Background: an optimization exercise with open tools, aiming at small area and a short achievable clock period. Do not read the settings as production practice.
At most, simulation tests tie the RTL to the original design; equivalence was not proved.
For runs 2 to 5, only the layout was checked, not whether the RTL still works.
No activity file was given, so power comes from the tool's default toggle rates.

## design/flow/design.v

```verilog
`timescale 1ns / 1ps
module fp16_adder(
input [15:0] numi1,
input [15:0] numi2,
input clk,
output [15:0] ans,
output [1:0] iszero,
output reg [1:0] isinf,
output reg isnan
    );
    wire [4:0]  e1 = numi1[14:10];
    wire [4:0]  e2 = numi2[14:10];
    wire        s1 = numi1[15];
    wire        s2 = numi2[15];
    wire [10:0] m1 = {1'b1, numi1[9:0]};
    wire [10:0] m2 = {1'b1, numi2[9:0]};
    wire inf_p = (numi1 == 16'h7c00) | (numi2 == 16'h7c00);
    wire inf_n = (numi1 == 16'hfc00) | (numi2 == 16'hfc00);
    wire special = (&e1) | (&e2);
    wire [5:0]  d12  = {1'b0, e1} - {1'b0, e2};
    wire [4:0]  d21  = e2 - e1;
    wire        ge   = ~d12[5];
    wire [4:0]  d    = ge ? d12[4:0] : d21;
    wire [4:0]  emax = ge ? e1 : e2;
    wire [10:0] m2s  = m2 >> d;
    wire        sz = s1 ^ s2;
    wire [11:0] t  = {1'b0, m1} + ({1'b0, m2s} ^ {12{sz}}) + {11'd0, sz};
    wire        neg = sz & (e1 == e2) & (numi2[9:0] > numi1[9:0]);
    wire [9:0]  nt  = numi2[9:0] - numi1[9:0];
    reg [4:0] emax_r;
    reg       c_r, h_r, rs_r;
    reg [9:0] v_r;
    always @(posedge clk) begin
        isinf  <= inf_p ? 2'b01 : inf_n ? 2'b10 : 2'b00;
        isnan  <= special & ~inf_p & ~inf_n;
        emax_r <= emax;
        c_r    <= t[11];
        h_r    <= t[10];
        rs_r   <= neg ? s2 : s1;
        v_r    <= neg ? {nt[9:1], 1'b0} : t[9:0];
    end
    reg [3:0] lz;
    integer i;
    always @* begin
        lz = 4'd10;
        for (i = 0; i < 10; i = i + 1)
            if (v_r[i]) lz = 4'd9 - i[3:0];
    end
    wire [4:0] xe = emax_r + ~{1'b0, lz};
    wire       uf = (xe == 5'd0) | (xe >= 5'd15);
    wire [9:0] vn = v_r << lz;
    reg [4:0] re;
    reg [9:0] rf;
    always @* begin
        if (c_r) begin
            re = emax_r + 5'd1;
            rf = {1'b0, v_r[9:1]};
        end else if (!h_r) begin
            re = uf ? 5'd18 : xe;
            rf = uf ? 10'd0 : {vn[8:0], 1'b0};
        end else begin
            re = 5'd0;
            rf = v_r;
        end
    end
    wire zero = ~c_r & (v_r == 10'd0);
    wire zsgn = rs_r & h_r;
    wire spec = isinf[1] | isinf[0] | isnan;
    assign iszero = (spec | ~zero) ? 2'b00 : {1'b1, ~zsgn};
    assign ans    = (spec | zero) ? 16'd0 : {rs_r, re, rf};
endmodule
`timescale 1ns / 1ps
module fp16_simple_multiplier(
input [15:0] numi1,
input [15:0] numi2,
input clk,
output [15:0] ans
    );
    wire [9:0]  x = numi1[9:0];
    wire [9:0]  y = numi2[9:0];
    wire [21:0] ra, rb;
    wire pp0_0 = x[0] & y[0];
    wire pp0_1 = x[0] & y[1];
    wire pp0_2 = x[0] & y[2];
    wire pp0_3 = x[0] & y[3];
    wire pp0_4 = x[0] & y[4];
    wire pp0_5 = x[0] & y[5];
    wire pp0_6 = x[0] & y[6];
    wire pp0_7 = x[0] & y[7];
    wire pp0_8 = x[0] & y[8];
    wire pp0_9 = x[0] & y[9];
    wire pp1_0 = x[1] & y[0];
    wire pp1_1 = x[1] & y[1];
    wire pp1_2 = x[1] & y[2];
    wire pp1_3 = x[1] & y[3];
    wire pp1_4 = x[1] & y[4];
    wire pp1_5 = x[1] & y[5];
    wire pp1_6 = x[1] & y[6];
    wire pp1_7 = x[1] & y[7];
    wire pp1_8 = x[1] & y[8];
    wire pp1_9 = x[1] & y[9];
    wire pp2_0 = x[2] & y[0];
    wire pp2_1 = x[2] & y[1];
    wire pp2_2 = x[2] & y[2];
    wire pp2_3 = x[2] & y[3];
    wire pp2_4 = x[2] & y[4];
    wire pp2_5 = x[2] & y[5];
    wire pp2_6 = x[2] & y[6];
    wire pp2_7 = x[2] & y[7];
    wire pp2_8 = x[2] & y[8];
    wire pp2_9 = x[2] & y[9];
    wire pp3_0 = x[3] & y[0];
    wire pp3_1 = x[3] & y[1];
    wire pp3_2 = x[3] & y[2];
    wire pp3_3 = x[3] & y[3];
    wire pp3_4 = x[3] & y[4];
    wire pp3_5 = x[3] & y[5];
    wire pp3_6 = x[3] & y[6];
    wire pp3_7 = x[3] & y[7];
    wire pp3_8 = x[3] & y[8];
    wire pp3_9 = x[3] & y[9];
    wire pp4_0 = x[4] & y[0];
    wire pp4_1 = x[4] & y[1];
    wire pp4_2 = x[4] & y[2];
    wire pp4_3 = x[4] & y[3];
    wire pp4_4 = x[4] & y[4];
    wire pp4_5 = x[4] & y[5];
    wire pp4_6 = x[4] & y[6];
    wire pp4_7 = x[4] & y[7];
    wire pp4_8 = x[4] & y[8];
    wire pp4_9 = x[4] & y[9];
    wire pp5_0 = x[5] & y[0];
    wire pp5_1 = x[5] & y[1];
    wire pp5_2 = x[5] & y[2];
    wire pp5_3 = x[5] & y[3];
    wire pp5_4 = x[5] & y[4];
    wire pp5_5 = x[5] & y[5];
    wire pp5_6 = x[5] & y[6];
    wire pp5_7 = x[5] & y[7];
    wire pp5_8 = x[5] & y[8];
    wire pp5_9 = x[5] & y[9];
    wire pp6_0 = x[6] & y[0];
    wire pp6_1 = x[6] & y[1];
    wire pp6_2 = x[6] & y[2];
    wire pp6_3 = x[6] & y[3];
    wire pp6_4 = x[6] & y[4];
    wire pp6_5 = x[6] & y[5];
    wire pp6_6 = x[6] & y[6];
    wire pp6_7 = x[6] & y[7];
    wire pp6_8 = x[6] & y[8];
    wire pp6_9 = x[6] & y[9];
    wire pp7_0 = x[7] & y[0];
    wire pp7_1 = x[7] & y[1];
    wire pp7_2 = x[7] & y[2];
    wire pp7_3 = x[7] & y[3];
    wire pp7_4 = x[7] & y[4];
    wire pp7_5 = x[7] & y[5];
    wire pp7_6 = x[7] & y[6];
    wire pp7_7 = x[7] & y[7];
    wire pp7_8 = x[7] & y[8];
    wire pp7_9 = x[7] & y[9];
    wire pp8_0 = x[8] & y[0];
    wire pp8_1 = x[8] & y[1];
    wire pp8_2 = x[8] & y[2];
    wire pp8_3 = x[8] & y[3];
    wire pp8_4 = x[8] & y[4];
    wire pp8_5 = x[8] & y[5];
    wire pp8_6 = x[8] & y[6];
    wire pp8_7 = x[8] & y[7];
    wire pp8_8 = x[8] & y[8];
    wire pp8_9 = x[8] & y[9];
    wire pp9_0 = x[9] & y[0];
    wire pp9_1 = x[9] & y[1];
    wire pp9_2 = x[9] & y[2];
    wire pp9_3 = x[9] & y[3];
    wire pp9_4 = x[9] & y[4];
    wire pp9_5 = x[9] & y[5];
    wire pp9_6 = x[9] & y[6];
    wire pp9_7 = x[9] & y[7];
    wire pp9_8 = x[9] & y[8];
    wire pp9_9 = x[9] & y[9];
    wire hs0, hc0;
    fp16_ha u_hs0 (.a(pp0_9), .b(pp1_8), .s(hs0), .co(hc0));
    wire fs1, fc1;
    fp16_fa u_fs1 (.a(pp1_9), .b(pp2_8), .c(pp3_7), .s(fs1), .co(fc1));
    wire hs2, hc2;
    fp16_ha u_hs2 (.a(pp4_6), .b(pp5_5), .s(hs2), .co(hc2));
    wire fs3, fc3;
    fp16_fa u_fs3 (.a(pp2_9), .b(pp3_8), .c(pp4_7), .s(fs3), .co(fc3));
    wire hs4, hc4;
    fp16_ha u_hs4 (.a(pp5_6), .b(pp6_5), .s(hs4), .co(hc4));
    wire fs5, fc5;
    fp16_fa u_fs5 (.a(pp3_9), .b(pp4_8), .c(pp5_7), .s(fs5), .co(fc5));
    wire hs6, hc6;
    fp16_ha u_hs6 (.a(pp0_6), .b(pp1_5), .s(hs6), .co(hc6));
    wire fs7, fc7;
    fp16_fa u_fs7 (.a(pp0_7), .b(pp1_6), .c(pp2_5), .s(fs7), .co(fc7));
    wire hs8, hc8;
    fp16_ha u_hs8 (.a(pp3_4), .b(pp4_3), .s(hs8), .co(hc8));
    wire fs9, fc9;
    fp16_fa u_fs9 (.a(pp0_8), .b(pp1_7), .c(pp2_6), .s(fs9), .co(fc9));
    wire fs10, fc10;
    fp16_fa u_fs10 (.a(pp3_5), .b(pp4_4), .c(pp5_3), .s(fs10), .co(fc10));
    wire hs11, hc11;
    fp16_ha u_hs11 (.a(pp6_2), .b(pp7_1), .s(hs11), .co(hc11));
    wire fs12, fc12;
    fp16_fa u_fs12 (.a(hs0), .b(pp2_7), .c(pp3_6), .s(fs12), .co(fc12));
    wire fs13, fc13;
    fp16_fa u_fs13 (.a(pp4_5), .b(pp5_4), .c(pp6_3), .s(fs13), .co(fc13));
    wire fs14, fc14;
    fp16_fa u_fs14 (.a(pp7_2), .b(pp8_1), .c(pp9_0), .s(fs14), .co(fc14));
    wire fs15, fc15;
    fp16_fa u_fs15 (.a(hc0), .b(fs1), .c(hs2), .s(fs15), .co(fc15));
    wire fs16, fc16;
    fp16_fa u_fs16 (.a(pp6_4), .b(pp7_3), .c(pp8_2), .s(fs16), .co(fc16));
    wire fs17, fc17;
    fp16_fa u_fs17 (.a(pp9_1), .b(x[0]), .c(y[0]), .s(fs17), .co(fc17));
    wire fs18, fc18;
    fp16_fa u_fs18 (.a(fc1), .b(hc2), .c(fs3), .s(fs18), .co(fc18));
    wire fs19, fc19;
    fp16_fa u_fs19 (.a(hs4), .b(pp7_4), .c(pp8_3), .s(fs19), .co(fc19));
    wire fs20, fc20;
    fp16_fa u_fs20 (.a(pp9_2), .b(x[1]), .c(y[1]), .s(fs20), .co(fc20));
    wire fs21, fc21;
    fp16_fa u_fs21 (.a(fc3), .b(hc4), .c(fs5), .s(fs21), .co(fc21));
    wire fs22, fc22;
    fp16_fa u_fs22 (.a(pp6_6), .b(pp7_5), .c(pp8_4), .s(fs22), .co(fc22));
    wire fs23, fc23;
    fp16_fa u_fs23 (.a(pp9_3), .b(x[2]), .c(y[2]), .s(fs23), .co(fc23));
    wire fs24, fc24;
    fp16_fa u_fs24 (.a(fc5), .b(pp4_9), .c(pp5_8), .s(fs24), .co(fc24));
    wire fs25, fc25;
    fp16_fa u_fs25 (.a(pp6_7), .b(pp7_6), .c(pp8_5), .s(fs25), .co(fc25));
    wire fs26, fc26;
    fp16_fa u_fs26 (.a(pp9_4), .b(x[3]), .c(y[3]), .s(fs26), .co(fc26));
    wire fs27, fc27;
    fp16_fa u_fs27 (.a(pp5_9), .b(pp6_8), .c(pp7_7), .s(fs27), .co(fc27));
    wire fs28, fc28;
    fp16_fa u_fs28 (.a(pp8_6), .b(pp9_5), .c(x[4]), .s(fs28), .co(fc28));
    wire fs29, fc29;
    fp16_fa u_fs29 (.a(pp6_9), .b(pp7_8), .c(pp8_7), .s(fs29), .co(fc29));
    wire hs30, hc30;
    fp16_ha u_hs30 (.a(pp0_4), .b(pp1_3), .s(hs30), .co(hc30));
    wire fs31, fc31;
    fp16_fa u_fs31 (.a(pp0_5), .b(pp1_4), .c(pp2_3), .s(fs31), .co(fc31));
    wire hs32, hc32;
    fp16_ha u_hs32 (.a(pp3_2), .b(pp4_1), .s(hs32), .co(hc32));
    wire fs33, fc33;
    fp16_fa u_fs33 (.a(hs6), .b(pp2_4), .c(pp3_3), .s(fs33), .co(fc33));
    wire fs34, fc34;
    fp16_fa u_fs34 (.a(pp4_2), .b(pp5_1), .c(pp6_0), .s(fs34), .co(fc34));
    wire fs35, fc35;
    fp16_fa u_fs35 (.a(hc6), .b(fs7), .c(hs8), .s(fs35), .co(fc35));
    wire fs36, fc36;
    fp16_fa u_fs36 (.a(pp5_2), .b(pp6_1), .c(pp7_0), .s(fs36), .co(fc36));
    wire fs37, fc37;
    fp16_fa u_fs37 (.a(fc7), .b(hc8), .c(fs9), .s(fs37), .co(fc37));
    wire fs38, fc38;
    fp16_fa u_fs38 (.a(fs10), .b(hs11), .c(pp8_0), .s(fs38), .co(fc38));
    wire fs39, fc39;
    fp16_fa u_fs39 (.a(fc9), .b(fc10), .c(hc11), .s(fs39), .co(fc39));
    wire fs40, fc40;
    fp16_fa u_fs40 (.a(fs12), .b(fs13), .c(fs14), .s(fs40), .co(fc40));
    wire fs41, fc41;
    fp16_fa u_fs41 (.a(fc12), .b(fc13), .c(fc14), .s(fs41), .co(fc41));
    wire fs42, fc42;
    fp16_fa u_fs42 (.a(fs15), .b(fs16), .c(fs17), .s(fs42), .co(fc42));
    wire fs43, fc43;
    fp16_fa u_fs43 (.a(fc15), .b(fc16), .c(fc17), .s(fs43), .co(fc43));
    wire fs44, fc44;
    fp16_fa u_fs44 (.a(fs18), .b(fs19), .c(fs20), .s(fs44), .co(fc44));
    wire fs45, fc45;
    fp16_fa u_fs45 (.a(fc18), .b(fc19), .c(fc20), .s(fs45), .co(fc45));
    wire fs46, fc46;
    fp16_fa u_fs46 (.a(fs21), .b(fs22), .c(fs23), .s(fs46), .co(fc46));
    wire fs47, fc47;
    fp16_fa u_fs47 (.a(fc21), .b(fc22), .c(fc23), .s(fs47), .co(fc47));
    wire fs48, fc48;
    fp16_fa u_fs48 (.a(fs24), .b(fs25), .c(fs26), .s(fs48), .co(fc48));
    wire fs49, fc49;
    fp16_fa u_fs49 (.a(fc24), .b(fc25), .c(fc26), .s(fs49), .co(fc49));
    wire fs50, fc50;
    fp16_fa u_fs50 (.a(fs27), .b(fs28), .c(y[4]), .s(fs50), .co(fc50));
    wire fs51, fc51;
    fp16_fa u_fs51 (.a(fc27), .b(fc28), .c(fs29), .s(fs51), .co(fc51));
    wire fs52, fc52;
    fp16_fa u_fs52 (.a(pp9_6), .b(x[5]), .c(y[5]), .s(fs52), .co(fc52));
    wire fs53, fc53;
    fp16_fa u_fs53 (.a(fc29), .b(pp7_9), .c(pp8_8), .s(fs53), .co(fc53));
    wire fs54, fc54;
    fp16_fa u_fs54 (.a(pp9_7), .b(x[6]), .c(y[6]), .s(fs54), .co(fc54));
    wire fs55, fc55;
    fp16_fa u_fs55 (.a(pp8_9), .b(pp9_8), .c(x[7]), .s(fs55), .co(fc55));
    wire hs56, hc56;
    fp16_ha u_hs56 (.a(pp0_3), .b(pp1_2), .s(hs56), .co(hc56));
    wire fs57, fc57;
    fp16_fa u_fs57 (.a(hs30), .b(pp2_2), .c(pp3_1), .s(fs57), .co(fc57));
    wire fs58, fc58;
    fp16_fa u_fs58 (.a(hc30), .b(fs31), .c(hs32), .s(fs58), .co(fc58));
    wire fs59, fc59;
    fp16_fa u_fs59 (.a(fc31), .b(hc32), .c(fs33), .s(fs59), .co(fc59));
    wire fs60, fc60;
    fp16_fa u_fs60 (.a(fc33), .b(fc34), .c(fs35), .s(fs60), .co(fc60));
    wire fs61, fc61;
    fp16_fa u_fs61 (.a(fc35), .b(fc36), .c(fs37), .s(fs61), .co(fc61));
    wire fs62, fc62;
    fp16_fa u_fs62 (.a(fc37), .b(fc38), .c(fs39), .s(fs62), .co(fc62));
    wire fs63, fc63;
    fp16_fa u_fs63 (.a(fc39), .b(fc40), .c(fs41), .s(fs63), .co(fc63));
    wire fs64, fc64;
    fp16_fa u_fs64 (.a(fc41), .b(fc42), .c(fs43), .s(fs64), .co(fc64));
    wire fs65, fc65;
    fp16_fa u_fs65 (.a(fc43), .b(fc44), .c(fs45), .s(fs65), .co(fc65));
    wire fs66, fc66;
    fp16_fa u_fs66 (.a(fc45), .b(fc46), .c(fs47), .s(fs66), .co(fc66));
    wire fs67, fc67;
    fp16_fa u_fs67 (.a(fc47), .b(fc48), .c(fs49), .s(fs67), .co(fc67));
    wire fs68, fc68;
    fp16_fa u_fs68 (.a(fc49), .b(fc50), .c(fs51), .s(fs68), .co(fc68));
    wire fs69, fc69;
    fp16_fa u_fs69 (.a(fc51), .b(fc52), .c(fs53), .s(fs69), .co(fc69));
    wire fs70, fc70;
    fp16_fa u_fs70 (.a(fc53), .b(fc54), .c(fs55), .s(fs70), .co(fc70));
    wire fs71, fc71;
    fp16_fa u_fs71 (.a(fc55), .b(pp9_9), .c(x[8]), .s(fs71), .co(fc71));
    wire hs72, hc72;
    fp16_ha u_hs72 (.a(pp0_2), .b(pp1_1), .s(hs72), .co(hc72));
    wire fs73, fc73;
    fp16_fa u_fs73 (.a(hs56), .b(pp2_1), .c(pp3_0), .s(fs73), .co(fc73));
    wire fs74, fc74;
    fp16_fa u_fs74 (.a(hc56), .b(fs57), .c(pp4_0), .s(fs74), .co(fc74));
    wire fs75, fc75;
    fp16_fa u_fs75 (.a(fc57), .b(fs58), .c(pp5_0), .s(fs75), .co(fc75));
    wire fs76, fc76;
    fp16_fa u_fs76 (.a(fc58), .b(fs59), .c(fs34), .s(fs76), .co(fc76));
    wire fs77, fc77;
    fp16_fa u_fs77 (.a(fc59), .b(fs60), .c(fs36), .s(fs77), .co(fc77));
    wire fs78, fc78;
    fp16_fa u_fs78 (.a(fc60), .b(fs61), .c(fs38), .s(fs78), .co(fc78));
    wire fs79, fc79;
    fp16_fa u_fs79 (.a(fc61), .b(fs62), .c(fs40), .s(fs79), .co(fc79));
    wire fs80, fc80;
    fp16_fa u_fs80 (.a(fc62), .b(fs63), .c(fs42), .s(fs80), .co(fc80));
    wire fs81, fc81;
    fp16_fa u_fs81 (.a(fc63), .b(fs64), .c(fs44), .s(fs81), .co(fc81));
    wire fs82, fc82;
    fp16_fa u_fs82 (.a(fc64), .b(fs65), .c(fs46), .s(fs82), .co(fc82));
    wire fs83, fc83;
    fp16_fa u_fs83 (.a(fc65), .b(fs66), .c(fs48), .s(fs83), .co(fc83));
    wire fs84, fc84;
    fp16_fa u_fs84 (.a(fc66), .b(fs67), .c(fs50), .s(fs84), .co(fc84));
    wire fs85, fc85;
    fp16_fa u_fs85 (.a(fc67), .b(fs68), .c(fs52), .s(fs85), .co(fc85));
    wire fs86, fc86;
    fp16_fa u_fs86 (.a(fc68), .b(fs69), .c(fs54), .s(fs86), .co(fc86));
    wire fs87, fc87;
    fp16_fa u_fs87 (.a(fc69), .b(fs70), .c(y[7]), .s(fs87), .co(fc87));
    wire fs88, fc88;
    fp16_fa u_fs88 (.a(fc70), .b(fs71), .c(y[8]), .s(fs88), .co(fc88));
    wire fs89, fc89;
    fp16_fa u_fs89 (.a(fc71), .b(x[9]), .c(y[9]), .s(fs89), .co(fc89));
    assign ra = {1'b0, fc89, fc88, fc87, fc86, fc85, fc84, fc83, fc82, fc81, fc80, fc79, fc78, fc77, fc76, fc75, fc74, fc73, hc72, hs72, pp0_1, pp0_0};
    assign rb = {1'b0, 1'b1, fs89, fs88, fs87, fs86, fs85, fs84, fs83, fs82, fs81, fs80, fs79, fs78, fs77, fs76, fs75, fs74, fs73, pp2_0, pp1_0, 1'b0};
    wire [21:0] p   = ra + rb;
    wire        sz  = numi1[15] ^ numi2[15];
    reg  [11:0] hi_r;
    reg         inc_r, sz_r;
    reg  [4:0]  eb_r;
    always @(posedge clk) begin
        hi_r  <= p[21:10];
        inc_r <= sz ^ (p[9] & (p[8:0] != 9'd0));
        sz_r  <= sz;
        eb_r  <= numi1[14:10] + numi2[14:10] + 5'd17;
    end
    wire [11:0] r   = hi_r + {11'd0, inc_r};
    wire [4:0]  eb1 = eb_r + 5'd1;
    assign ans = r[11] ? {sz_r, eb1, r[10:1]} : {sz_r, eb_r, r[9:0]};
endmodule
module fp16_fa(input a, input b, input c, output s, output co);
    assign s  = a ^ b ^ c;
    assign co = (a & b) | (c & (a ^ b));
endmodule
module fp16_ha(input a, input b, output s, output co);
    assign s  = a ^ b;
    assign co = a & b;
endmodule
`timescale 1ns / 1ps
module fp16_arith(
input clk,
input [15:0] numi1,
input [15:0] numi2,
output [15:0] sum,
output [1:0] iszero,
output [1:0] isinf,
output isnan,
output [15:0] prod
    );
    fp16_adder u_add(
        .numi1(numi1),
        .numi2(numi2),
        .clk(clk),
        .ans(sum),
        .iszero(iszero),
        .isinf(isinf),
        .isnan(isnan)
    );
    fp16_simple_multiplier u_mul(
        .numi1(numi1),
        .numi2(numi2),
        .clk(clk),
        .ans(prod)
    );
endmodule
```

## design/flow/flow/run.sh

```bash
#!/bin/bash
# Own layout flow: the standard ORFS flow, with plain buf_1 cells as the
# port buffers (buffer_ports would otherwise pick clkdlybuf4s50_1, a slow
# delay cell). Every input and output port still gets its own buffer.
set -euo pipefail
export BUFFER_PORTS_ARGS="-buffer_cell sky130_fd_sc_hd__buf_1"
if [[ -f flow/env.sh ]]; then source flow/env.sh; fi
bash standard.sh > standard.log 2>&1
```

## design/flow/flow/env.sh

```bash
# extra flow variables: repair setup timing towards a tighter target
export SETUP_SLACK_MARGIN=9
```

## design/flow/standard.sh

```bash
#!/bin/bash
# synth_recipe.tcl (not shown) runs the flow's synth.tcl, then flattens the netlist and writes it again
# the make line also repeats each setting of config.mk as NAME=value (left out here)
make -C /OpenROAD-flow-scripts/flow DESIGN_CONFIG=/design/flow/config.mk WORK_HOME=/design/flow/orfs CLKGATE_MAP_FILE= SYNTH_SCRIPT=/design/flow/synth_recipe.tcl "${@:-finish}"
```

## design/flow/config.mk

```make
export PLATFORM = sky130hd
export DESIGN_NAME = fp16_arith
export DESIGN_NICKNAME = fp16_arith
export VERILOG_FILES = /design/flow/design.v
export SDC_FILE = /design/flow/constraint.sdc
export NUM_CORES = 4
export LEC_CHECK = 0
export CAP_MARGIN = 20
export CORE_MARGIN = 2
export CORE_UTILIZATION = 60
export SLEW_MARGIN = 20
```

## design/flow/constraint.sdc

```tcl
create_clock -name core_clock -period 17.0 [get_ports {clk}]
set_input_delay 3.4000 -clock core_clock [delete_from_list [all_inputs] [get_ports {clk}]]
set_output_delay 3.4000 -clock core_clock [all_outputs]
set_load 0.01 [all_outputs]
```

==> results of run 1 <==
-- repair_timing --
action                                  4_1_cts  5_1_grt
endpoints found under the setup margin        4       12
setup buffers                                 0        8
pin swaps                                     0        2
gates resized for setup                       8       22
hold endpoints to repair                      0        0
-- registers in the layout (all words and copies together), names as in the netlist --
signal / flops
u_mul.sz_r: 1
u_add.isinf: 2
u_add.v_r: 10
u_mul.hi_r: 12
u_add.c_r: 1
u_mul.inc_r: 1
u_add.rs_r: 1
u_add.isnan: 1
u_mul.eb_r: 5
u_add.emax_r: 5
u_add.h_r: 1
-- worst min-delay path, delay by kind of cell --
| kind | cells | cell delay, ps |
|---|---|---|
| AND/OR/NAND/NOR | 2 | 120 |
| buffers and inverters | 1 | 110 |
-- layout make-up --
type	instances	area, um^2
timing repair buffer	83	387
inverter	177	672
fill	1236	4450
sequential	40	801
multi-input combinational	795	6610
tap	176	220
clock inverter	1	7.51
clock buffer	7	143
-- logic make-up (layout without fill, tap and decap cells) --
family	count (synthesis)	in the layout	synth area share, %
and+or+nand+nor	342	342	19.3
buffers and inverters	216	268	10.1
adders and majority gates	169	169	33.8
muxes	31	31	4.44
xor gates and xnor gates	57	57	6.09
DFF	40	40	9.77
AOI/OAI and AO/OA	196	196	16.5
-- worst paths after layout --
| check | from | end | slack, ps | depth (start not counted) |
|---|---|---|---|---|
| worst max-delay path | numi1[2] | u_mul.hi_r[10]$_DFF_P_ | 9210 | 19 |
| worst min-delay path | numi2[15] | u_add.rs_r$_DFF_P_ | 3380 | 3 |
-- metal layers --
layer	part of all wire (%)	GRT usage, %	vias to the layer above	routed length [um]
li1	-	-	3574	-
met1	49	42.1	3394	9880
met2	45	44.7	191	9070
met3	4.3	2.16	17	864
met4	1.3	5.38	0	264
met5	0	0	-	0
-- report_power, final --
group	internal, mW	switching [mW]
Sequential	0.137	0.0564
Clock	0.0583	0.0351
Combinational	0.400	0.533
-- cell usage in the layout, fill, tap and decap left out, types with 11 or more instances in the layout --
master | Yosys | routed
nand4_1 | 11 | 11
buf_1 | 2 | 55
nor2_1 | 92 | 91
nand3_1 | 20 | 20
nor2b_1 | 11 | 11
xor2_1 | 11 | 11
inv_1 | 175 | 172
xnor2_1 | 46 | 46
ha_1 | 82 | 81
a21o_1 | 11 | 11
and2_1 | 20 | 20
nand2_1 | 122 | 122
fa_1 | 87 | 87
dfxtp_1 | 40 | 40
mux2i_1 | 20 | 20
a21oi_1 | 55 | 55
and3_1 | 14 | 14
o21ai_0 | 35 | 34
nor3_1 | 25 | 25
buf_4 | 2 | 14
-- metrics by stage --
| stage | instance area (um^2) | setup WS (ps) |
|---|---|---|
| final | 8840 | 9210 |
| after global routing | 8840 | 9010 |
| after CTS | 8720 | 9000 |
| after detailed placement | 8560 | 8530 |
| after global placement | 8560 | 8630 |
| after floorplan | 8200 | 9230 |
==> results.json, run 1 <==
{
  "yosysSeqAreaShare_pct": 9.77,
  "p_leak_nw": 4.25,
  "maxSlewHeadroom_pct": 36.3,
  "nNetsFinal": 1304,
  "synth_edf_count": 0,
  "hold_viol": 0,
  "grt_usage_pct": 28.1,
  "vias_per_cell": 5.61,
  "placed_cells": 1263,
  "via_count": 7176,
  "worstMarginPinSlew_ps": 949,
  "finalCriticalPeriod_ps": 7790,
  "gp_congestion": 0.890,
  "drive_gt1_share_pct": 6.44,
  "drv_cap": 0,
  "synth.most_common_cell": "inv_1",
  "min_period_over_period_pct": 45.8,
  "ctsHoldBuffers": 0,
  "utilization_pct": 66.5,
  "worst_setup_path_start_kind": "primary input",
  "cpPeakStageDelay_ps": 560,
  "cts.htree.levels": 2,
  "hpwl_um": 16500,
  "critPathArrivalTime_ps": 7950,
  "chipHeight_um": 121,
  "hold_path.class": "in -> reg",
  "synth_cell_types": 74,
  "syn-cell-area_mm2": 0.00820,
  "synth_area_leaders": "fa_1 21%, ha_1 13%, dfxtp_1 9.8%, inv_1 8.0%, nand2_1 5.6%",
  "routedWlPerCell_um": 15.7,
  "synth_cells": 1051,
  "path_max_fanout": 11,
  "grt_pass1_vias": 6672,
  "postRouteAntennaNets": 0,
  "ir_drop_uv": 84.7,
  "syn_to_final_growth_pct": 7.81,
  "synth-async-reset-ratio_pct": 0,
  "die-area_mm2": 0.0146,
  "die_x_um": 121,
  "initial_core_util_pct": 61.7,
  "first_pass_iters": 5,
  "synth-main-ff-cell": "dfxtp_1",
  "pwr_density_cell_mw_per_mm2": 138,
  "setup_tns_ps": 0,
  "crit_buf_inv": 5,
  "ys_warn_count": 2,
  "rsz0062_at_grt": "false",
  "avgSynthCellArea_um2": 7.80,
  "diodes": 0,
  "ys_seq_elements": 40,
  "synth.top_cell.area_share_pct": 21.2,
  "drt_iter0_markers": 469,
  "grt_max_degree": 27,
  "num_rows": 42,
  "crit_path_end_kind": "flip-flop",
  "yosysTopAreaCell": "fa_1",
  "drv_slew": 0,
  "io_pins": 70,
  "numCtsBuffers": 5,
  "path_cells": "clkbuf_2, and2_1, fa_1, inv_1, fa_1, fa_1, inv_1, fa_1, inv_1, fa_1, inv_1, ha_1, nor2_1, nor2_1, nand3_1, and3_1, o41ai_2, a21oi_1, xor2_1",
  "cts_root_buf": "clkbuf_16",
  "clk_transition_reported_paths_ps": 60,
  "wl_um": 20100,
  "final_cell_count_no_fill": 1279,
  "drc": 0,
  "p_total_mw": 1.22,
  "finalSetupViolations": 0,
  "clock_path_buffers": 2,
  "status": "complete, no violations",
  "antenna_found_initial": 0,
  "cp_common_cell": "fa_1",
  "cts_tree": "done",
  "coreArea_mm2": 0.0133,
  "fmax_mhz": 128,
  "clock_sinks": 40,
  "crit_slowest_cell": "fa_1",
  "grt_remaining_overflow": 0,
  "synth_common_cells": "175 x inv_1, 122 x nand2_1, 92 x nor2_1",
  "cp.required_ps": 17160,
  "critical_path.top_delay_family": "adder cells",
  "holdWs_ps": 3380,
  "numPortBuffers": 69,
  "critPathKind": "in -> reg",
  "grt_pass1_wl_um": 32900
}
==> inputs of run 2 (changes only) <==
--- a/design/flow/design.v
+++ b/design/flow/design.v
@@ -25,10 +25,8 @@
     wire [10:0] m2s  = m2 >> d;
     wire        sz = s1 ^ s2;
     wire [11:0] t  = {1'b0, m1} + ({1'b0, m2s} ^ {12{sz}}) + {11'd0, sz};
-    wire        neg = sz & (e1 == e2) & (numi2[9:0] > numi1[9:0]);
-    wire [9:0]  nt  = numi2[9:0] - numi1[9:0];
     reg [4:0] emax_r;
-    reg       c_r, h_r, rs_r;
+    reg       c_r, h_r, s1_r, sz_r;
     reg [9:0] v_r;
     always @(posedge clk) begin
         isinf  <= inf_p ? 2'b01 : inf_n ? 2'b10 : 2'b00;
@@ -36,9 +34,13 @@
         emax_r <= emax;
         c_r    <= t[11];
         h_r    <= t[10];
-        rs_r   <= neg ? s2 : s1;
-        v_r    <= neg ? {nt[9:1], 1'b0} : t[9:0];
+        s1_r   <= s1;
+        sz_r   <= sz;
+        v_r    <= t[9:0];
     end
+    wire       neg = c_r & sz_r;
+    wire       rs  = s1_r ^ neg;
+    wire [9:0] nv  = 10'd0 - v_r;
     reg [3:0] lz;
     integer i;
     always @* begin
@@ -54,7 +56,7 @@
     always @* begin
         if (c_r) begin
             re = emax_r + 5'd1;
-            rf = {1'b0, v_r[9:1]};
+            rf = neg ? {1'b0, nv[9:1]} : {1'b0, v_r[9:1]};
         end else if (!h_r) begin
             re = uf ? 5'd18 : xe;
             rf = uf ? 10'd0 : {vn[8:0], 1'b0};
@@ -64,10 +66,10 @@
         end
     end
     wire zero = ~c_r & (v_r == 10'd0);
-    wire zsgn = rs_r & h_r;
+    wire zsgn = s1_r & h_r;
     wire spec = isinf[1] | isinf[0] | isnan;
     assign iszero = (spec | ~zero) ? 2'b00 : {1'b1, ~zsgn};
-    assign ans    = (spec | zero) ? 16'd0 : {rs_r, re, rf};
+    assign ans    = (spec | zero) ? 16'd0 : {rs, re, rf};
 endmodule
 `timescale 1ns / 1ps
 module fp16_simple_multiplier(
@@ -361,14 +363,17 @@
     fp16_fa u_fs89 (.a(fc71), .b(x[9]), .c(y[9]), .s(fs89), .co(fc89));
     assign ra = {1'b0, fc89, fc88, fc87, fc86, fc85, fc84, fc83, fc82, fc81, fc80, fc79, fc78, fc77, fc76, fc75, fc74, fc73, hc72, hs72, pp0_1, pp0_0};
     assign rb = {1'b0, 1'b1, fs89, fs88, fs87, fs86, fs85, fs84, fs83, fs82, fs81, fs80, fs79, fs78, fs77, fs76, fs75, fs74, fs73, pp2_0, pp1_0, 1'b0};
-    wire [21:0] p   = ra + rb;
+    wire [10:0] ls  = {1'b0, ra[9:0]} + {1'b0, rb[9:0]};
+    wire [8:0]  zb  = (ra[8:0] ^ rb[8:0]) ^ {ra[7:0] | rb[7:0], 1'b0};
+    wire        gt  = ls[9] & (zb != 9'd0);
+    wire [11:0] hi  = ra[21:10] + rb[21:10] + {11'd0, ls[10]};
     wire        sz  = numi1[15] ^ numi2[15];
     reg  [11:0] hi_r;
     reg         inc_r, sz_r;
     reg  [4:0]  eb_r;
     always @(posedge clk) begin
-        hi_r  <= p[21:10];
-        inc_r <= sz ^ (p[9] & (p[8:0] != 9'd0));
+        hi_r  <= hi;
+        inc_r <= sz ^ gt;
         sz_r  <= sz;
         eb_r  <= numi1[14:10] + numi2[14:10] + 5'd17;
     end
==> design/flow/flow/env.sh (replaced) <==
export SETUP_SLACK_MARGIN=9
--- a/design/flow/config.mk
+++ b/design/flow/config.mk
@@ -9,3 +9,4 @@
 export CORE_MARGIN = 2
 export CORE_UTILIZATION = 60
 export SLEW_MARGIN = 20
+export SYNTH_HIERARCHICAL = 1
==> run 2 against run 1 <==
Compared with the run above: still clean; clock-buffer cell count down 1; utilization up 4.1 points; sequential share of layout area is 0.66 points higher; synthesized area is 10% lower; sequential power is 9% higher; hold slack got worse by 62 ps; critical path depth unchanged; sequential cell count rose by 1; global-route usage up 1.6 points; combinational power rose by 16%; routed wire length shrank 4.3%; largest power group unchanged.
==> results.json, run 2 <==
{
  "numCtsBuffers": 5,
  "synth-async-reset-ratio_pct": 0,
  "synth_common_cells": "99 x and2_1, 87 x fa_1, 71 x ha_1",
  "cp_common_cell": "fa_1",
  "num_rows": 40,
  "ys_seq_elements": 41,
  "ir_drop_uv": 86.9,
  "antenna_found_initial": 0,
  "grt_usage_pct": 29.7,
  "grt_use_met1_pct": 41.5,
  "layout_commonest_cell": "and2_1",
  "hold_viol": 0,
  "finalSetupViolations": 0,
  "min_period_over_period_pct": 49.1,
  "clk_transition_reported_paths_ps": 60,
  "synth.most_common_cell": "and2_1",
  "synth_cells": 820,
  "initial_core_util_pct": 61.3,
  "hpwl_um": 14500,
  "yosysTopAreaCell": "fa_1",
  "cts_tree": "done",
  "worstMarginPinSlew_ps": 969,
  "clock_path_buffers": 2,
  "numPortBuffers": 69,
  "drv_slew": 0,
  "yosysSeqAreaShare_pct": 11.1,
  "rsz0062_at_grt": "true",
  "synth_edf_count": 0,
  "wl_um": 19200,
  "gp_congestion": 0.915,
  "setup_tns_ps": 0,
  "p_total_mw": 1.38,
  "drv_cap": 0,
  "hold_depth": 1,
  "path_max_fanout": 2,
  "use_met2_pct": 49.3,
  "synth-compound-area-share_pct": 15.3,
  "synth-main-ff-cell": "dfxtp_1",
  "pwr_density_cell_mw_per_mm2": 163,
  "place_area_mm2": 0.00777,
  "diodes": 0,
  "design_area_mm2": 0.00848,
  "synth_top_family_by_area": "adder cells",
  "postRouteAntennaNets": 0,
  "grt_pass1_wl_um": 31300,
  "hold_path.class": "in -> reg",
  "top_usage_layer": "met2",
  "path_cells": "buf_12, and2_4, fa_1, fa_1, fa_1, fa_1, inv_2, ha_4, o21a_1, o21ai_2, a221oi_2, or2_4, fa_2, fa_2, a211oi_2, o21bai_1, or4_4, a221oi_4, xor2_1",
  "io_pins": 70,
  "cts_root_buf": "clkbuf_16",
  "largest_reg_flops": 12,
  "maxSlewHeadroom_pct": 35.3,
  "routedWlPerCell_um": 18.2,
  "finalCriticalPeriod_ps": 8340,
  "synth.top_cell.area_share_pct": 23.6,
  "synth_cell_types": 68,
  "crit_slowest_cell": "fa_1",
  "die-area_mm2": 0.0132,
  "p_leak_nw": 3.74,
  "critPathArrivalTime_ps": 8550,
  "synthSimpleGateAreaFrac_pct": 20.2,
  "drt_iter0_markers": 553,
  "cts.htree.levels": 2,
  "cpPeakStageDelay_ps": 560,
  "synth_area_leaders": "fa_1 24%, ha_1 12%, dfxtp_1 11%, and2_1 8.4%, xnor2_1 4.3%",
  "fill_cells": 962,
  "synth_xor_area_share_pct": 8.09,
  "synthMuxAreaShare_pct": 5.71,
  "met3_usage_pct": 3.32,
  "grt_pass1_vias": 6418,
  "critPathKind": "in -> reg",
  "holdWs_ps": 3320,
  "drive_gt1_share_pct": 13.2,
  "worst_setup_path_start_kind": "primary input",
  "via_count": 6488,
  "vias_per_cell": 6.14,
  "status": "complete, no violations",
  "syn_to_final_growth_pct": 15.1,
  "coreArea_mm2": 0.0120,
  "reg.largest.list": "u_mul.hi_r x12, u_add.v_r x10",
  "drc": 0,
  "largest-register": "u_mul.hi_r",
  "die_x_um": 115,
  "fmax_mhz": 120,
  "synth_fa_ha_area_share_pct": 35.7,
  "clock_sinks": 41,
  "cp.required_ps": 17210,
  "grt_max_degree": 30,
  "syn-cell-area_mm2": 0.00737,
  "avgSynthCellArea_um2": 8.98,
  "crit_path_end_kind": "flip-flop",
  "grt_remaining_overflow": 0,
  "nNetsFinal": 1100,
  "chipHeight_um": 115,
  "ys_warn_count": 8,
  "final_cell_mix": "93 x and2_1, 85 x fa_1, 68 x ha_1",
  "first_pass_iters": 5
}
## run 2: cell types whose count changed in the layout (fill, tap and decap cells not counted), moves of 11 or more
cell and delta:
xor2_1 +21, and3_1 -11, a21oi_1 -23, nor3_1 -12, xnor2_1 -11, buf_4 +17, nand2_1 -75, inv_1 -123
nor2_1 -38, and2_1 +73, ha_1 -13
## run 2: critical path, delay by kind of cell
kind,cells,cell delay (ps)
adder cells (fa/ha/maj),7,3030
XOR/XNOR,1,160
buffers and inverters,2,160
AND/OR/NAND/NOR,3,890
AO/OA/AOI/OAI,6,930
## run 2: Yosys stat by module (local to each module, per instance), a selection
module	cells	area, um^2
fp16_fa	1	20.0
fp16_adder	401	3090
fp16_simple_multiplier	329	2550
fp16_ha	1	12.5
## run 2: per-stage QoR
step	worst slack, ps	cells	utilization [%]
2_1_floorplan	8770	820	-
3_3_place_gp	7980	1013	64.7
3_5_place_dp	7740	1013	64.7
4_1_cts	8650	1040	68.2
5_1_grt	8530	1057	70.6
6_report	8660	1057	70.6
## run 2: worst paths after layout
path | start | end
max | numi2[7] | u_mul.hi_r[10]$_DFF_P_
min | numi1[15] | u_add.s1_r$_DFF_P_
## run 2: final cells by class
class | instances | area, um^2 | share of cell area [%]
clock buffers | 6 | 129 | 1.52
clock inverters | 2 | 15.0 | 0.177
inverters | 52 | 195 | 2.30
multi-input cells | 703 | 6460 | 76.2
flip-flops and latches | 41 | 823 | 9.71
well taps | 147 | 184 | 2.17
repair buffers | 106 | 673 | 7.94
## run 2: layer usage
layer  up-vias  wire, um
li1       3027         -
met1      3168      8550
met2       260      9090
met3        33      1150
met4         0       418
met5         -         0
## run 2: cells by family after synthesis
| family | count (synthesis) |
|---|---|
| buf+inv | 76 |
| mux | 36 |
| fa+ha+maj | 158 |
| flops | 41 |
| xor+xnor | 68 |
| compound gates | 163 |
| simple gates | 278 |
## run 2: timing repair
action,CTS,global route
gates resized for setup,43,35
hold buffers,0,0
setup buffers,19,17
pin swaps,10,18
endpoints found under the setup margin,21,22
## run 2: report_power, final
| group | switching [mW] | total, mW | internal [mW] |
|---|---|---|---|
| clock | 0.0358 | 0.0901 | 0.0543 |
| sequential | 0.0702 | 0.210 | 0.140 |
| combinational | 0.574 | 1.08 | 0.506 |
| total | 0.680 | 1.38 | 0.701 |
==> inputs of run 3 (changes only) <==
--- a/design/flow/config.mk
+++ b/design/flow/config.mk
@@ -9,4 +9,3 @@
 export CORE_MARGIN = 2
 export CORE_UTILIZATION = 60
 export SLEW_MARGIN = 20
-export SYNTH_HIERARCHICAL = 1
==> run 3 against run 2 <==
Compared with the run above: cell count grew 14%; fmax grew 2.4%; still clean; critical path depth grew 6.
==> results.json, run 3 <==
{
  "synth-async-reset-ratio_pct": 0,
  "largest-register": "u_mul.hi_r",
  "clock_path_buffers": 2,
  "ys_seq_elements": 40,
  "finalCriticalPeriod_ps": 8140,
  "design_area_mm2": 0.00890,
  "synth.most_common_cell": "inv_1",
  "cpPeakStageDelay_ps": 540,
  "postRouteAntennaNets": 0,
  "p_leak_nw": 4.29,
  "maxSlewHeadroom_pct": 35.2,
  "synth.top_cell.area_share_pct": 22.6,
  "synth_cell_types": 67,
  "drv_slew": 0,
  "die-area_mm2": 0.0138,
  "grt_remaining_overflow": 0,
  "power_frac_clock_pct": 8.0,
  "numPortBuffers": 69,
  "finalSetupViolations": 0,
  "ir_drop_uv": 239,
  "hpwl_um": 14500,
  "syn-cell-area_mm2": 0.00771,
  "via_count": 6840,
  "fill_cells": 996,
  "drt_iter0_markers": 416,
  "yosysTopAreaCell": "fa_1",
  "crit_path_end_kind": "flip-flop",
  "p_sw_share_pct": 47.8,
  "antenna_found_initial": 0,
  "pwr-share-comb_pct": 77.8,
  "p_switching_mw": 0.684,
  "cp.required_ps": 17190,
  "reg.largest.list": "u_mul.hi_r x12, u_add.v_r x10",
  "internal_power_mw": 0.748,
  "synth_edf_count": 0,
  "path_max_fanout": 6,
  "synthSimpleGateAreaFrac_pct": 18.2,
  "synth_area_leaders": "fa_1 23%, ha_1 12%, dfxtp_1 10%, inv_1 7.6%, nand2_1 4.9%",
  "critPathArrivalTime_ps": 8330,
  "final_cell_mix": "151 x inv_1, 99 x nand2_1, 81 x fa_1",
  "grt_usage_pct": 28.9,
  "power_frac_seq_pct": 14.2,
  "pwr_density_cell_mw_per_mm2": 161,
  "synth_fa_ha_area_share_pct": 34.1,
  "layout_commonest_cell": "inv_1",
  "die_x_um": 117,
  "largest_reg_flops": 12,
  "worstMarginPinSlew_ps": 970,
  "clk_transition_reported_paths_ps": 70,
  "rsz0062_at_grt": "true",
  "vias_per_cell": 5.69,
  "numCtsBuffers": 5,
  "synth_common_cells": "156 x inv_1, 101 x nand2_1, 87 x fa_1",
  "worst_setup_path_start_kind": "primary input",
  "status": "complete, no violations",
  "hold_path.class": "in -> reg",
  "syn_to_final_growth_pct": 15.4,
  "num_rows": 41,
  "drive_gt1_share_pct": 13.8,
  "min_period_over_period_pct": 47.9,
  "gp_congestion": 0.922,
  "crit_slowest_cell": "fa_1",
  "grt_pass1_vias": 6694,
  "cts_tree": "done",
  "place_area_mm2": 0.00804,
  "routedWlPerCell_um": 16.6,
  "synth_xor_area_share_pct": 6.93,
  "first_pass_iters": 5,
  "io_pins": 70,
  "avgSynthCellArea_um2": 8.13,
  "synthMuxAreaShare_pct": 5.45,
  "ys_warn_count": 2,
  "synth_cells": 949,
  "holdWs_ps": 3290,
  "drc": 0,
  "nNetsFinal": 1221,
  "grt_max_degree": 32,
  "synth-compound-area-share_pct": 14.4,
  "synth-main-ff-cell": "dfxtp_1",
  "setup_tns_ps": 0,
  "critPathKind": "in -> reg",
  "cts_root_buf": "clkbuf_16",
  "coreArea_mm2": 0.0126,
  "initial_core_util_pct": 61.4,
  "hold_viol": 0,
  "drv_cap": 0,
  "diodes": 0,
  "chipHeight_um": 117,
  "grt_pass1_wl_um": 32500,
  "synth_top_family_by_area": "adder cells",
  "clock_sinks": 40,
  "wl_um": 20000,
  "fmax_mhz": 123,
  "yosysSeqAreaShare_pct": 10.4,
  "utilization_pct": 70.8,
  "cts.htree.levels": 2
}
## run 3: cell count changes after synthesis, sizes merged, moves of 7 or more
cell	previous run	this run
inv	52	157
nand2	49	102
and2	99	57
clkbuf	21	39
xor2	32	24
a211oi	20	13
## run 3: metrics by stage
step / power, mW / setup slack [ps] / instances
after floorplan: 0.847 / 8830 / 949
after global placement: 1.03 / 7850 / 1147
after detailed placement: 1.05 / 7770 / 1147
after CTS: 1.31 / 8830 / 1185
after global routing: 1.56 / 8690 / 1203
final: 1.43 / 8860 / 1203
## run 3: cell type report
type                    count  area, um^2  area share [%]
multi-input cells         703        6280            70.6
repair buffers            122         835            9.38
flip-flops and latches     40         801            9.00
inverters                 158         593            6.66
well taps                 172         215            2.42
clock buffers               6         139            1.56
clock inverters             2        38.8           0.436
## run 3: worst paths after layout
check | slack, ps | depth (start not counted) | end | from
max | 8860 | 25 | u_mul.hi_r[10]$_DFF_P_ | numi1[0]
min | 3290 | 1 | u_add.s1_r$_DFF_P_ | numi1[15]
## run 3: critical path: cells and delay by family
kind	cells	cell delay (ps)
buffers and inverters	4	340
adder cells (fa/ha/maj)	7	3030
AND/OR/NAND/NOR	5	580
XOR/XNOR	1	130
AO/OA/AOI/OAI	8	820
## run 3: timing repair
action                                  4_1_cts  5_1_grt
endpoints found under the setup margin        9       21
setup buffers                                30       18
resized for setup                            73       31
hold buffers                                  0        0
pin swaps                                    20       16
## run 3: kinds of logic (layout without fill, tap and decap cells)
group	Yosys count	count (layout)
mux	35	35
xor+xnor	61	61
buf+inv	206	288
compound gates	159	159
simple gates	290	290
flops	40	40
fa+ha+maj	158	158
## run 3: metal layers
layer | part of all wire, % | track usage [%] | up-vias
met1 | 42 | 37.1 | 3327
met3 | 5.4 | 3.84 | 30
met2 | 50 | 50.7 | 245
met4 | 2.1 | 8.73 | 0
met5 | 0 | 0 | -
li1 | - | - | 3238
## run 3: power by group through the flow
stage | registers, mW | clock network [mW] | logic, mW
global route | 0.208 | 0.120 | 1.23
finish | 0.203 | 0.114 | 1.11
floorplan | 0.160 | 0 | 0.687
global placement | 0.199 | 0 | 0.832
CTS | 0.199 | 0.116 | 0.991
detailed placement | 0.201 | 0 | 0.849
==> inputs of run 4 (changes only) <==
--- a/design/flow/design.v
+++ b/design/flow/design.v
@@ -24,7 +24,9 @@
     wire [4:0]  emax = ge ? e1 : e2;
     wire [10:0] m2s  = m2 >> d;
     wire        sz = s1 ^ s2;
-    wire [11:0] t  = {1'b0, m1} + ({1'b0, m2s} ^ {12{sz}}) + {11'd0, sz};
+    wire [11:0] t;
+    wire        tco;
+    fp16_add12 u_t(.a({1'b0, m1}), .b({1'b0, m2s} ^ {12{sz}}), .ci(sz), .s(t), .co(tco));
     reg [4:0] emax_r;
     reg       c_r, h_r, s1_r, sz_r;
     reg [9:0] v_r;
@@ -366,7 +368,9 @@
     wire [10:0] ls  = {1'b0, ra[9:0]} + {1'b0, rb[9:0]};
     wire [8:0]  zb  = (ra[8:0] ^ rb[8:0]) ^ {ra[7:0] | rb[7:0], 1'b0};
     wire        gt  = ls[9] & (zb != 9'd0);
-    wire [11:0] hi  = ra[21:10] + rb[21:10] + {11'd0, ls[10]};
+    wire [11:0] hi;
+    wire        hco;
+    fp16_add12 u_hi(.a(ra[21:10]), .b(rb[21:10]), .ci(ls[10]), .s(hi), .co(hco));
     wire        sz  = numi1[15] ^ numi2[15];
     reg  [11:0] hi_r;
     reg         inc_r, sz_r;
@@ -389,6 +393,55 @@
     assign s  = a ^ b;
     assign co = a & b;
 endmodule
+module fp16_add12(
+input  [11:0] a,
+input  [11:0] b,
+input         ci,
+output [11:0] s,
+output        co
+    );
+    wire [12:0] g0 = {a & b, ci};
+    wire [12:0] p0 = {a ^ b, 1'b0};
+    wire [12:0] g1, p1, g2, p2, g3, p3, g4;
+    genvar i;
+    generate
+        for (i = 0; i < 13; i = i + 1) begin : l1
+            if (i >= 1) begin
+                assign g1[i] = g0[i] | (p0[i] & g0[i-1]);
+                assign p1[i] = p0[i] & p0[i-1];
+            end else begin
+                assign g1[i] = g0[i];
+                assign p1[i] = p0[i];
+            end
+        end
+        for (i = 0; i < 13; i = i + 1) begin : l2
+            if (i >= 2) begin
+                assign g2[i] = g1[i] | (p1[i] & g1[i-2]);
+                assign p2[i] = p1[i] & p1[i-2];
+            end else begin
+                assign g2[i] = g1[i];
+                assign p2[i] = p1[i];
+            end
+        end
+        for (i = 0; i < 13; i = i + 1) begin : l3
+            if (i >= 4) begin
+                assign g3[i] = g2[i] | (p2[i] & g2[i-4]);
+                assign p3[i] = p2[i] & p2[i-4];
+            end else begin
+                assign g3[i] = g2[i];
+                assign p3[i] = p2[i];
+            end
+        end
+        for (i = 0; i < 13; i = i + 1) begin : l4
+            if (i >= 8)
+                assign g4[i] = g3[i] | (p3[i] & g3[i-8]);
+            else
+                assign g4[i] = g3[i];
+        end
+    endgenerate
+    assign s  = p0[12:1] ^ g4[11:0];
+    assign co = g4[12];
+endmodule
 `timescale 1ns / 1ps
 module fp16_arith(
 input clk,
--- a/design/flow/config.mk
+++ b/design/flow/config.mk
@@ -9,3 +9,4 @@
 export CORE_MARGIN = 2
 export CORE_UTILIZATION = 60
 export SLEW_MARGIN = 20
+export SYNTH_HIERARCHICAL = 1
==> run 4 against run 3 <==
Compared with the run above: still clean; combinational power is 9% lower; hold slack better by 73 ps; global-route usage down 0.75 points; synthesized cell count is 6.6% lower; clock-buffer cell count shrank 1; die area is 1.6% higher; fmax increased by 0.50%; worst setup slack better by 41 ps; critical path type unchanged; largest cell class unchanged.
==> results.json, run 4 <==
{
  "status": "complete, no violations",
  "wl_met3_um": 1520,
  "die_x_um": 118,
  "regArea_um2": 823,
  "multi_input_area_mm2": 0.00674,
  "finalSetupViolations": 0,
  "chipHeight_um": 118,
  "hpwl_um": 15500,
  "layout_setup_ws_ps": 8900,
  "critPathArrivalTime_ps": 8280,
  "layout_commonest_cell": "and2_1",
  "worstMarginPinSlew_ps": 770,
  "nNetsFinal": 1133,
  "place_area_mm2": 0.00816,
  "path_max_fanout": 13,
  "largest-register": "u_mul.hi_r",
  "drv_cap": 0,
  "grt_remaining_overflow": 0,
  "cts_root_buf": "clkbuf_16",
  "drive_gt1_share_pct": 9.06,
  "critical_path.top_delay_family": "adder cells",
  "first_pass_iters": 6,
  "wl_met2_um": 9170,
  "numCtsBuffers": 5,
  "placed_cells": 1097,
  "fill_cells": 1140,
  "hold_viol": 0,
  "crit_path_end_kind": "flip-flop",
  "utilization_pct": 67.1,
  "post-place-ws_ps": 8190,
  "cp.required_ps": 17180,
  "final_cell_count_no_fill": 1110,
  "maxSlewHeadroom_pct": 48.7,
  "vias_per_cell": 6.08,
  "min_period_over_period_pct": 47.7,
  "cts.htree.levels": 2,
  "cts_tree": "done",
  "drt_iter0_markers": 523,
  "drv_slew": 0,
  "syn-cell-area_mm2": 0.00785,
  "wl_um": 19600,
  "wl_met1_um": 8510,
  "postRouteAntennaNets": 0,
  "final_cell_mix": "94 x and2_1, 85 x fa_1, 75 x ha_1",
  "hold_path.class": "in -> reg",
  "worst_setup_path_start_kind": "primary input",
  "rsz0062_at_grt": "true",
  "drc": 0,
  "p_total_mw": 1.33,
  "diodes": 0,
  "setup_tns_ps": 0,
  "crit_slowest_cell": "fa_1",
  "die-area_mm2": 0.0140,
  "routedWlPerCell_um": 17.6,
  "critPathKind": "in -> reg",
  "synth_cells": 886,
  "grt_pass1_wl_um": 32500,
  "num_rows": 41,
  "crit_buf_inv": 3,
  "avgSynthCellArea_um2": 8.86,
  "design_area_mm2": 0.00850,
  "grt_usage_pct": 28.1,
  "largest_reg_flops": 12,
  "grt_pass1_vias": 6556,
  "holdWs_ps": 3360,
  "finalCriticalPeriod_ps": 8100,
  "initial_core_util_pct": 61.9,
  "cp_common_cell": "fa_1",
  "antenna_found_initial": 0,
  "reg.largest.list": "u_mul.hi_r x12, u_add.v_r x10",
  "numPortBuffers": 69,
  "syn_to_final_growth_pct": 8.37,
  "io_pins": 70,
  "gp_congestion": 0.933,
  "cpPeakStageDelay_ps": 560,
  "p_leak_nw": 3.60,
  "ys_warn_count": 8,
  "via_count": 6753,
  "grt_max_degree": 33,
  "clock_path_buffers": 2,
  "pwr_density_cell_mw_per_mm2": 156,
  "coreArea_mm2": 0.0127,
  "fmax_mhz": 123,
  "clk_transition_reported_paths_ps": 60,
  "ir_drop_uv": 89.3,
  "path_cells": "buf_4, and2_1, ha_1, fa_1, fa_1, fa_1, inv_1, ha_1, nor3_2, nor2_2, o211ai_1, nand2b_1, inv_2, fa_2, nor2b_4, o31a_1, or4_4, a31oi_4, nor3_1, a311o_1",
  "clock_sinks": 41,
  "topRoutingLayerUsed": "met4"
}
-- run 4: layout make-up --
class                   count  area share [%]
clock buffers               5            1.47
clock inverters             3           0.338
inverters                  54            2.38
multi-input cells         759            79.3
flip-flops and latches     41            9.68
well taps                 172            2.53
repair buffers             76            4.28
-- run 4: path summary, 6_finish.rpt --
path,start,to,slack (ps),cells after the start
setup / recovery,numi1[1],u_mul.hi_r[9]$_DFF_P_,8900,20
hold / removal,numi1[15],u_add.s1_r$_DFF_P_,3360,1
-- run 4: per-layer routing --
layer | vias up | GRT usage, %
li1 | 3193 | -
met1 | 3245 | 39.2
met2 | 288 | 45.8
met3 | 27 | 3.96
met4 | 0 | 7.91
met5 | - | 0
-- run 4: timing repair --
action,in CTS,in global routing
pin swaps,2,8
endpoints found under the setup margin,14,19
setup buffers,2,3
resized for setup,17,36
hold buffers,0,0
gates cloned,0,0
-- run 4: report_power, final --
part | internal, mW | switching (mW)
logic | 0.448 | 0.562
clock network | 0.0565 | 0.0426
registers | 0.140 | 0.0818
==> inputs of run 5 (changes only) <==
--- a/design/flow/design.v
+++ b/design/flow/design.v
@@ -365,12 +365,28 @@
     fp16_fa u_fs89 (.a(fc71), .b(x[9]), .c(y[9]), .s(fs89), .co(fc89));
     assign ra = {1'b0, fc89, fc88, fc87, fc86, fc85, fc84, fc83, fc82, fc81, fc80, fc79, fc78, fc77, fc76, fc75, fc74, fc73, hc72, hs72, pp0_1, pp0_0};
     assign rb = {1'b0, 1'b1, fs89, fs88, fs87, fs86, fs85, fs84, fs83, fs82, fs81, fs80, fs79, fs78, fs77, fs76, fs75, fs74, fs73, pp2_0, pp1_0, 1'b0};
-    wire [10:0] ls  = {1'b0, ra[9:0]} + {1'b0, rb[9:0]};
+    wire [9:0]  lg  = ra[9:0] & rb[9:0];
+    wire [9:0]  lp  = ra[9:0] ^ rb[9:0];
+    wire        g10 = lg[1] | (lp[1] & lg[0]);
+    wire        g32 = lg[3] | (lp[3] & lg[2]);
+    wire        p32 = lp[3] & lp[2];
+    wire        g54 = lg[5] | (lp[5] & lg[4]);
+    wire        p54 = lp[5] & lp[4];
+    wire        g76 = lg[7] | (lp[7] & lg[6]);
+    wire        p76 = lp[7] & lp[6];
+    wire        g98 = lg[9] | (lp[9] & lg[8]);
+    wire        p98 = lp[9] & lp[8];
+    wire        g30 = g32 | (p32 & g10);
+    wire        g74 = g76 | (p76 & g54);
+    wire        p74 = p76 & p54;
+    wire        g70 = g74 | (p74 & g30);
+    wire        c9  = lg[8] | (lp[8] & g70);
+    wire        c10 = g98 | (p98 & g70);
     wire [8:0]  zb  = (ra[8:0] ^ rb[8:0]) ^ {ra[7:0] | rb[7:0], 1'b0};
-    wire        gt  = ls[9] & (zb != 9'd0);
+    wire        gt  = (lp[9] ^ c9) & (zb != 9'd0);
     wire [11:0] hi;
     wire        hco;
-    fp16_add12 u_hi(.a(ra[21:10]), .b(rb[21:10]), .ci(ls[10]), .s(hi), .co(hco));
+    fp16_add12 u_hi(.a(ra[21:10]), .b(rb[21:10]), .ci(c10), .s(hi), .co(hco));
     wire        sz  = numi1[15] ^ numi2[15];
     reg  [11:0] hi_r;
     reg         inc_r, sz_r;
@@ -400,12 +416,12 @@
 output [11:0] s,
 output        co
     );
-    wire [12:0] g0 = {a & b, ci};
-    wire [12:0] p0 = {a ^ b, 1'b0};
-    wire [12:0] g1, p1, g2, p2, g3, p3, g4;
+    wire [11:0] g0 = a & b;
+    wire [11:0] p0 = a ^ b;
+    wire [11:0] g1, p1, g2, p2, g3, p3, g4, p4;
     genvar i;
     generate
-        for (i = 0; i < 13; i = i + 1) begin : l1
+        for (i = 0; i < 12; i = i + 1) begin : l1
             if (i >= 1) begin
                 assign g1[i] = g0[i] | (p0[i] & g0[i-1]);
                 assign p1[i] = p0[i] & p0[i-1];
@@ -414,7 +430,7 @@
                 assign p1[i] = p0[i];
             end
         end
-        for (i = 0; i < 13; i = i + 1) begin : l2
+        for (i = 0; i < 12; i = i + 1) begin : l2
             if (i >= 2) begin
                 assign g2[i] = g1[i] | (p1[i] & g1[i-2]);
                 assign p2[i] = p1[i] & p1[i-2];
@@ -423,7 +439,7 @@
                 assign p2[i] = p1[i];
             end
         end
-        for (i = 0; i < 13; i = i + 1) begin : l3
+        for (i = 0; i < 12; i = i + 1) begin : l3
             if (i >= 4) begin
                 assign g3[i] = g2[i] | (p2[i] & g2[i-4]);
                 assign p3[i] = p2[i] & p2[i-4];
@@ -432,15 +448,19 @@
                 assign p3[i] = p2[i];
             end
         end
-        for (i = 0; i < 13; i = i + 1) begin : l4
-            if (i >= 8)
+        for (i = 0; i < 12; i = i + 1) begin : l4
+            if (i >= 8) begin
                 assign g4[i] = g3[i] | (p3[i] & g3[i-8]);
-            else
+                assign p4[i] = p3[i] & p3[i-8];
+            end else begin
                 assign g4[i] = g3[i];
+                assign p4[i] = p3[i];
+            end
         end
     endgenerate
-    assign s  = p0[12:1] ^ g4[11:0];
-    assign co = g4[12];
+    wire [12:0] c = {g4 | (p4 & {12{ci}}), ci};
+    assign s  = p0 ^ c[11:0];
+    assign co = c[12];
 endmodule
 `timescale 1ns / 1ps
 module fp16_arith(
==> run 5 against run 4 <==
Compared with the run above: global-route usage grew 0.12 points; synthesized area shrank 3.0%; via count shrank 5.5%; fmax grew 3.7%; critical path depth shrank 3; critical path type unchanged; critical endpoint is now u_mul.hi_r[11]$_DFF_P_.
==> results.json, run 5 <==
{
  "vias_per_cell": 5.96,
  "avgSynthCellArea_um2": 8.97,
  "grt_usage_pct": 28.3,
  "crit_path_end_kind": "flip-flop",
  "syn-cell-area_mm2": 0.00761,
  "largest-register": "u_mul.hi_r",
  "wl_met3_um": 880,
  "layout_setup_ws_ps": 9190,
  "io_pins": 70,
  "nNetsFinal": 1094,
  "layout_commonest_cell": "and2_1",
  "numPortBuffers": 69,
  "antenna_found_initial": 0,
  "p_switching_mw": 0.649,
  "cts.htree.levels": 2,
  "chipHeight_um": 117,
  "grt_max_degree": 33,
  "pwr-share-comb_pct": 73.1,
  "routedWlPerCell_um": 17.6,
  "finalCriticalPeriod_ps": 7810,
  "internal_power_mw": 0.631,
  "cp.required_ps": 17170,
  "ir_drop_uv": 70.8,
  "path_max_fanout": 14,
  "grt_pass1_vias": 6203,
  "worst_setup_path_start_kind": "primary input",
  "die_x_um": 117,
  "status": "complete, no violations",
  "fmax_mhz": 128,
  "setup_tns_ps": 0,
  "first_pass_iters": 5,
  "pwr_density_cell_mw_per_mm2": 156,
  "p_leak_nw": 3.52,
  "wl_met1_um": 8570,
  "cts_root_buf": "clkbuf_16",
  "largest_reg_flops": 12,
  "wl_met2_um": 8960,
  "critPathKind": "in -> reg",
  "power_frac_seq_pct": 18.8,
  "clock_path_buffers": 2,
  "clock_sinks": 41,
  "ctsHoldBuffers": 0,
  "topRoutingLayerUsed": "met4",
  "postRouteAntennaNets": 0,
  "reg.largest.list": "u_mul.hi_r x12, u_add.v_r x10",
  "wl_um": 18900,
  "final_cell_mix": "98 x and2_1, 86 x fa_1, 76 x ha_1",
  "hpwl_um": 14800,
  "grt_pass1_wl_um": 30200,
  "gp_congestion": 0.945,
  "via_count": 6379,
  "drv_cap": 0,
  "critPathArrivalTime_ps": 7980,
  "p_sw_share_pct": 50.7,
  "syn_to_final_growth_pct": 7.74,
  "hold_viol": 0,
  "coreArea_mm2": 0.0125,
  "cp-endpoint": "u_mul.hi_r[11]$_DFF_P_",
  "clk_transition_reported_paths_ps": 60,
  "power_frac_clock_pct": 8.1,
  "rsz0062_at_grt": "false",
  "post-place-ws_ps": 8570,
  "synth_cells": 848,
  "grt_remaining_overflow": 0,
  "cts_tree": "done",
  "finalSetupViolations": 0,
  "drv_slew": 0,
  "initial_core_util_pct": 60.8,
  "worstMarginPinSlew_ps": 1030,
  "drc": 0,
  "num_rows": 41,
  "drt_iter0_markers": 410,
  "cp-startpoint": "numi1[0]",
  "numCtsBuffers": 5,
  "die-area_mm2": 0.0136,
  "min_period_over_period_pct": 45.9,
  "drive_gt1_share_pct": 6.90,
  "ys_warn_count": 8,
  "hold_path.class": "in -> reg",
  "diodes": 0,
  "maxSlewHeadroom_pct": 31.2
}
## run 5: stage by stage
stage	cells	utilization, %	power, mW	instance area (um^2)	hold slack (ps)
after floorplan	849	-	0.923	7610	3430
after global placement	1061	63.5	1.12	7940	3600
after detailed placement	1061	63.5	1.14	7940	3610
after CTS	1068	64.8	1.25	8110	3310
after global routing	1070	65.5	1.41	8200	3320
final	1070	65.5	1.28	8200	3320
## run 5: critical path, stage by stage
cell,delay (ps)
clkbuf_4,190
and2_1,200
fa_1,560
fa_1,450
fa_1,500
fa_1,570
inv_1,80
ha_4,220
a21o_1,190
a21o_1,210
a21oi_2,170
o21bai_4,110
a211oi_2,260
o211ai_1,170
a21bo_1,240
a221o_1,330
xor2_1,140
## run 5: metal layers
| metal | global-route usage, % | vias up |
|---|---|---|
| li1 | - | 3045 |
| met1 | 37.4 | 3113 |
| met2 | 49.6 | 190 |
| met3 | 3.11 | 31 |
| met4 | 7.45 | 0 |
| met5 | 0 | - |
## run 5: final cells by class
class / instances / area, um^2
flip-flops and latches: 41 / 821
repair buffers: 72 / 305
clock inverters: 2 / 35.0
fillers: 1143 / 4320
well taps: 172 / 215
inverters: 53 / 199
multi-input cells: 725 / 6500
clock buffers: 5 / 125
## run 5: power groups by stage
stage / Combinational, mW / Clock, mW / Sequential (mW)
after detailed placement: 0.904 / 0 / 0.239
after CTS: 0.909 / 0.105 / 0.237
after global placement: 0.881 / 0 / 0.237
after global routing: 1.05 / 0.109 / 0.249
final: 0.936 / 0.103 / 0.241
after floorplan: 0.757 / 0 / 0.166
## run 5: worst min-delay path by stage
stage	cells after the start	end	slack [ps]	start
after detailed placement	1	u_add.s1_r$_DFF_P_	3610	numi1[15]
after floorplan	0	u_add.s1_r$_DFF_P_	3430	numi1[15]
final	1	u_add.s1_r$_DFF_P_	3320	numi1[15]
after global placement	1	u_add.s1_r$_DFF_P_	3600	numi1[15]
after CTS	1	u_add.s1_r$_DFF_P_	3310	numi1[15]
after global routing	1	u_add.s1_r$_DFF_P_	3320	numi1[15]
## run 5: repair_timing
action,4_1_cts,5_1_grt
pin swaps,0,6
hold endpoints to repair,0,0
setup endpoints to repair,2,23
gates resized for setup,6,19
setup buffers,0,2

==> port drivers added, routing unchanged <==
In the flow no input, the clock included, has a driving cell. The finished layouts below were timed again as built, in two steps.
Step 1 (the two cells are an assumption about what drives the block):
set clk [get_ports {clk}]
set_driving_cell -lib_cell sky130_fd_sc_hd__clkbuf_16 $clk
set_driving_cell -lib_cell sky130_fd_sc_hd__buf_2 [delete_from_list [all_inputs] $clk]
Step 2 also shifts input and output timing later by t, the mid clock arrival at the registers, as if the neighbouring blocks saw the same clock.
Slacks: ideal ports / drivers / drivers and shift; pairs: ideal ports / drivers.
| run | t, ns | setup slack, ns | worst register clock-pin slew, ns |
|---|---|---|---|
| run 1 | 0.316 | 9.210 / 9.217 / 8.901 | 0.06 / 0.06 |
| run 2 | 0.319 | 8.660 / 8.649 / 8.331 | 0.06 / 0.06 |
| run 3 | 0.339 | 8.857 / 8.850 / 8.511 | 0.07 / 0.07 |
| run 4 | 0.323 | 8.898 / 8.909 / 8.586 | 0.07 / 0.07 |
| run 5 | 0.322 | 9.190 / 9.210 / 8.888 | 0.06 / 0.06 |
After both steps setup and hold are still met in every run listed. For run 3, which loses most, drivers alone change the setup slack by -0.007 ns; drivers and shift together by -0.346 ns.
